From an optimization exercise on the open Yosys and OpenROAD flow, aimed at small area and a short achievable clock period; shortcuts taken in it are not production practice.
RTL that was checked went through simulation tests only; none was proved equivalent to the original.
Power is estimated from default activity; no workload was simulated.

## job 7002
// full_mult
module full_mult
(
    input  [3:0] we,
    input  src_clk, rst,
    input  signed [7:0] data_m1_real, data_m1_imag, data_m2_real, data_m2_imag,
    input  [6:0] Dir_M1, Dir_M2,
    output signed [7:0] coefficient
);
Size in the first run: about 8,000 cells after synthesis, roughly 60 I/O pins, roughly 0.12 sq mm of cells after synthesis.
export LEC_CHECK = 0
export CAP_MARGIN = 20
export CORE_MARGIN = 2
export CORE_UTILIZATION = 60
export CTS_BUF_LIST = sky130_fd_sc_hd__clkbuf_16
export CTS_CLUSTER_DIAMETER = 60
export CTS_CLUSTER_SIZE = 30
export PLACE_DENSITY = 0.75
export SLEW_MARGIN = 20
export TNS_END_PERCENT = 30
create_clock -name core_clock -period 9.0 [get_ports {src_clk}]
standard.sh (not shown) runs the stock make flow with config.mk's settings and CLKGATE_MAP_FILE= SYNTH_SCRIPT=/design/flow/synth_recipe.tcl, a recipe that flattens the netlist after the stock synthesis.
==> flow/flow/run.sh <==
#!/bin/bash
set -euo pipefail
export SETUP_SLACK_MARGIN=6
export BUFFER_PORTS_ARGS="-buffer_cell sky130_fd_sc_hd__buf_4"
bash standard.sh > standard.log 2>&1
diff inputs: job 7002 => job 3237
- changing CORE_UTILIZATION from 60 to 70
- removing TNS_END_PERCENT (formerly 30)
- changing PLACE_DENSITY from 0.75 to 0.85
[summary]
- Job 3237: flow completed, timing, DRC and antenna clean
- Job 3237 against job 7002: total number of sequential cells held steady; proportion of power drawn by the clock network dropped 1.8 points; final area shows a reduction of about 1%.
- Per the comparison of job 3237 with job 7002, footprint of the flip-flops and latches roughly the same; worst setup slack higher; number of well taps lower; total length of routed wires higher.
- Fraction of the core area covered by cells at the end of the flow delta for job 3237 relative to job 7002: 10 points higher
- Lower arrival time of the worst setup path among job 7002 and job 3237: job 3237
- On wire length the detailed router placed on met1: between job 7002 and job 3237, it ends up higher for job 7002.
Edits applied to the flow inputs when going from job 3237 to job 365:
- a change of CTS_CLUSTER_SIZE from 30 to 36
- a change of CTS_CLUSTER_DIAMETER from 60 to 50
- a change of PLACE_DENSITY from 0.85 to 0.75
- a change of CORE_UTILIZATION from 70 to 60
Notes after the runs:
Job 365: done, clean on timing, DRC and antenna. Job 3237 reports its launching element of the worst setup path as s5[4] while job 365 reports s5[5]. Compared with job 3237, job 365 shows a count of cells along the worst register-to-register path that is 7 higher. Across both runs, detailed-route wire length per cell was lower for job 365 than for job 3237. Summary of the comparison: sequential share of layout area is lower in job 365, relative to job 3237. When job 365 is measured against job 3237, its first-pass GRT wire length turns out about 0.9% higher. Re maximum achievable frequency: job 3237 was higher than job 365. Count of clock buffers in the final design in job 365 is 35% higher than in job 3237.
Inputs modified between job 365 and job 1902:
- CTS_CLUSTER_DIAMETER changed from 50 to 80
- CTS_CLUSTER_SIZE changed from 36 to 30
## What came out
Route | job 1902 vs job 365 | wire shorter in job 1902
Job 365 → job 1902: data-path buffer share of cell area in the final layout has remained practically unchanged; worst slack on hold paths has increased.

full_mult again, from the RTL that the note above started with.
export LEC_CHECK = 0
export CAP_MARGIN = 20
export CORE_MARGIN = 2
export CORE_UTILIZATION = 60
export CTS_BUF_LIST = sky130_fd_sc_hd__clkbuf_16
export CTS_CLUSTER_DIAMETER = 100
export CTS_CLUSTER_SIZE = 30
export PLACE_DENSITY = 0.75
export SLEW_MARGIN = 20
create_clock -name core_clock -period 9.0 [get_ports {src_clk}]
Scripts as last shown in full above: flow/flow/run.sh
Edit:
Settings changed: CTS_CLUSTER_DIAMETER 100 to 60.
The new run ran to the end with no violations. Non-clock buffer count is higher by 2. Cell count is higher by 0.97%. Clock skew is higher by 0.018 ns. Routed wire length is higher by 0.84%. Worst setup slack stays flat. Design area is higher by 2.1%. Register-to-register slack stays flat. Die area does not change. Maximum frequency hardly moves.
Edit:
--- a/flow/flow/run.sh
+++ b/flow/flow/run.sh
@@ -3 +3 @@
-export SETUP_SLACK_MARGIN=6
+export SETUP_SLACK_MARGIN=6.3
The changed run went through all stages and came out clean.
Cell count came out higher by 2.0%.
Total power came out lower by 0.39%.
Synthesized cell count does not change.
Worst hold slack is better by 0.014 ns.
Non-clock buffer count came out higher by 203.
Routed wire length came out higher by 1.5%.
Area after synthesis is unchanged.
First-iteration DRC count came out lower by 3.1%.

== job 7849 ==
full_mult, a different RTL version from the one above (not shown whole).
Size: ~0.12 mm2 of cells after synthesis.
// full_mult
module full_mult
(
    input  [3:0] we,
    input  src_clk, rst,
    input  signed [7:0] data_m1_real, data_m1_imag, data_m2_real, data_m2_imag,
    input  [6:0] Dir_M1, Dir_M2,
    output signed [7:0] coefficient
);
Settings: LEC_CHECK=0, ABC_CLOCK_PERIOD_IN_PS=4000, CAP_MARGIN=20, CORE_MARGIN=2, CORE_UTILIZATION=45, CTS_BUF_LIST=sky130_fd_sc_hd__clkbuf_8, CTS_CLUSTER_SIZE=20, PLACE_DENSITY=0.6, SETUP_SLACK_MARGIN=5, SLEW_MARGIN=20; clock period 9.0 ns.
run.sh (not shown) runs the stock make flow with config.mk's settings and CLKGATE_MAP_FILE= SYNTH_SCRIPT=/design/flow/synth_recipe.tcl, a recipe that flattens the netlist after the stock synthesis.
Stock flow here: none of the scripts above is used.
The final layout from job 7849, which completed every stage, passed the timing, design-rule and antenna checks at the end of the flow.
Input changes introduced in job 7451 (baseline for comparison: job 7849):
diff --git a/flow/config.mk b/flow/config.mk
--- a/flow/config.mk
+++ b/flow/config.mk
@@ -12,2 +12,3 @@
-export CTS_BUF_LIST = sky130_fd_sc_hd__clkbuf_8
-export CTS_CLUSTER_SIZE = 20
+export CTS_BUF_LIST = sky130_fd_sc_hd__clkbuf_16
+export CTS_CLUSTER_DIAMETER = 60
+export CTS_CLUSTER_SIZE = 30
Relative to job 7849, the wire length reported by the detailed router of job 7451 is lower by 1.7%.
Summary of job 7451 over job 7849: detailed-route via count moved down, routed length on met3 lower, total power lower.
Edits applied to the flow inputs when going from job 7451 to job 1450:
diff --git a/flow/config.mk b/flow/config.mk
--- a/flow/config.mk
+++ b/flow/config.mk
@@ -11,2 +11,2 @@
-export CORE_UTILIZATION = 45
-export CTS_BUF_LIST = sky130_fd_sc_hd__clkbuf_16
+export CORE_UTILIZATION = 55
+export CTS_BUF_LIST = sky130_fd_sc_hd__clkbuf_8 sky130_fd_sc_hd__clkbuf_16
@@ -15 +15 @@
-export PLACE_DENSITY = 0.6
+export PLACE_DENSITY = 0.7
Notes after the runs:
- Comparing job 1450 against job 7451, there is no change at all in synthesized area.
- Routed via count grows slightly when moving from job 7451 to job 1450.
- Job 1450: number of signal-net buffers in the layout lower than job 7451
- Compared with job 7451, job 1450 shows a higher period utilization.
- Job 1450 vs job 7451 — cell internal power dissipation dropped 0.77%.
- Peak clock frequency supported by timing down 5.2 MHz in job 1450 wrt job 7451
- Power per cell area of job 1450 is on par with job 7451.
Function was not checked in any run of this note: the RTL went through the layout flow alone.

Another version of the RTL of full_mult (not shown whole).
For scale: roughly 8600 cells after synthesis, ~2700 flip-flops.
==> flow/design.v (excerpt) <==
module full_mult
(
    input  [3:0] we,
    input  src_clk, rst,
    input  signed [7:0] data_m1_real, data_m1_imag, data_m2_real, data_m2_imag,
    input  [6:0] Dir_M1, Dir_M2,
    output signed [7:0] coefficient
);
clock: 9.0 ns
lec_check: 0
abc_clock_period_in_ps: 2500
cap_margin: 20
core_margin: 2
core_utilization: 45
cts_buf_list: sky130_fd_sc_hd__clkbuf_16
cts_cluster_diameter: 60
cts_cluster_size: 30
place_density: 0.6
setup_slack_margin: 5
slew_margin: 20
Rerun with:
--- a/flow/config.mk
+++ b/flow/config.mk
@@ -7,6 +7,6 @@
 export LEC_CHECK = 0
-export ABC_CLOCK_PERIOD_IN_PS = 2500
+export ABC_CLOCK_PERIOD_IN_PS = 4000
 export CAP_MARGIN = 20
 export CORE_MARGIN = 2
-export CORE_UTILIZATION = 45
+export CORE_UTILIZATION = 60
 export CTS_BUF_LIST = sky130_fd_sc_hd__clkbuf_16
@@ -14,3 +14,3 @@
 export CTS_CLUSTER_SIZE = 30
-export PLACE_DENSITY = 0.6
+export PLACE_DENSITY = 0.75
 export SETUP_SLACK_MARGIN = 5
Result: The new run went through all stages and came out clean; maximum frequency goes up by a few percent; cell area falls slightly; worst hold slack barely changes; power shrinks by a few percent; clock power went down by roughly a tenth; synthesized cell count is unchanged.

## separate check: timing with driven ports
No port has a modelled driver above. Below, the same layouts with a new extraction and two added sets of constraints.
Step 1: set_driving_cell puts a clkbuf_16 on src_clk and a buf_2 on each other input, an assumption about the parent block.
Step 2 also shifts input and output timing later by t, the mid clock arrival at the registers, as if the neighbouring blocks saw the same clock.
Slacks: ideal ports / drivers / drivers and shift; pairs: ideal ports / drivers.
| run | t, ns | setup WS [ns] | worst setup path after step 2 | latest minus earliest clock arrival (ns) | worst data-port slew with drivers (ns) |
|---|---|---|---|---|---|
| job 7002 | 0.943 | 5.884 / 5.851 / 5.114 | input to register | 0.081 / 0.081 | 0.05 |
| job 3237 | 0.910 | 5.915 / 5.833 / 5.229 | input to register | 0.050 / 0.050 | 0.09 |
| job 365 | 0.961 | 5.870 / 5.781 / 5.188 | input to register | 0.084 / 0.083 | 0.06 |
| job 1902 | 0.895 | 5.974 / 5.894 / 5.168 | input to register | 0.062 / 0.062 | 0.06 |
| the first run of note 2 | 0.886 | 5.931 / 5.845 / 5.207 | input to register | 0.062 / 0.062 | 0.06 |
| the second run of note 2 | 0.932 | 5.929 / 5.844 / 5.174 | input to register | 0.077 / 0.077 | 0.06 |
| the third run of note 2 | 0.931 | 5.915 / 5.831 / 5.541 | input to register | 0.062 / 0.061 | 0.06 |
| job 7849 | 1.089 | 5.241 / 5.243 / 4.212 | input to register | 0.098 / 0.097 | 0.04 |
| job 7451 | 0.939 | 5.133 / 5.192 / 4.254 | input to register | 0.073 / 0.073 | 0.05 |
| job 1450 | 0.932 | 5.054 / 5.086 / 4.157 | input to register | 0.087 / 0.087 | 0.05 |
| the first run of note 4 | 0.986 | 5.252 / 5.252 / 5.252 | register to register | 0.076 / 0.076 | 0.05 |
| the second run of note 4 | 0.940 | 5.407 / 5.407 / 5.407 | register to register | 0.077 / 0.077 | 0.05 |
After both steps every run listed still meets setup and hold. For job 7849, which loses most, drivers alone change the setup slack by +0.002 ns; drivers and shift together by -1.029 ns.
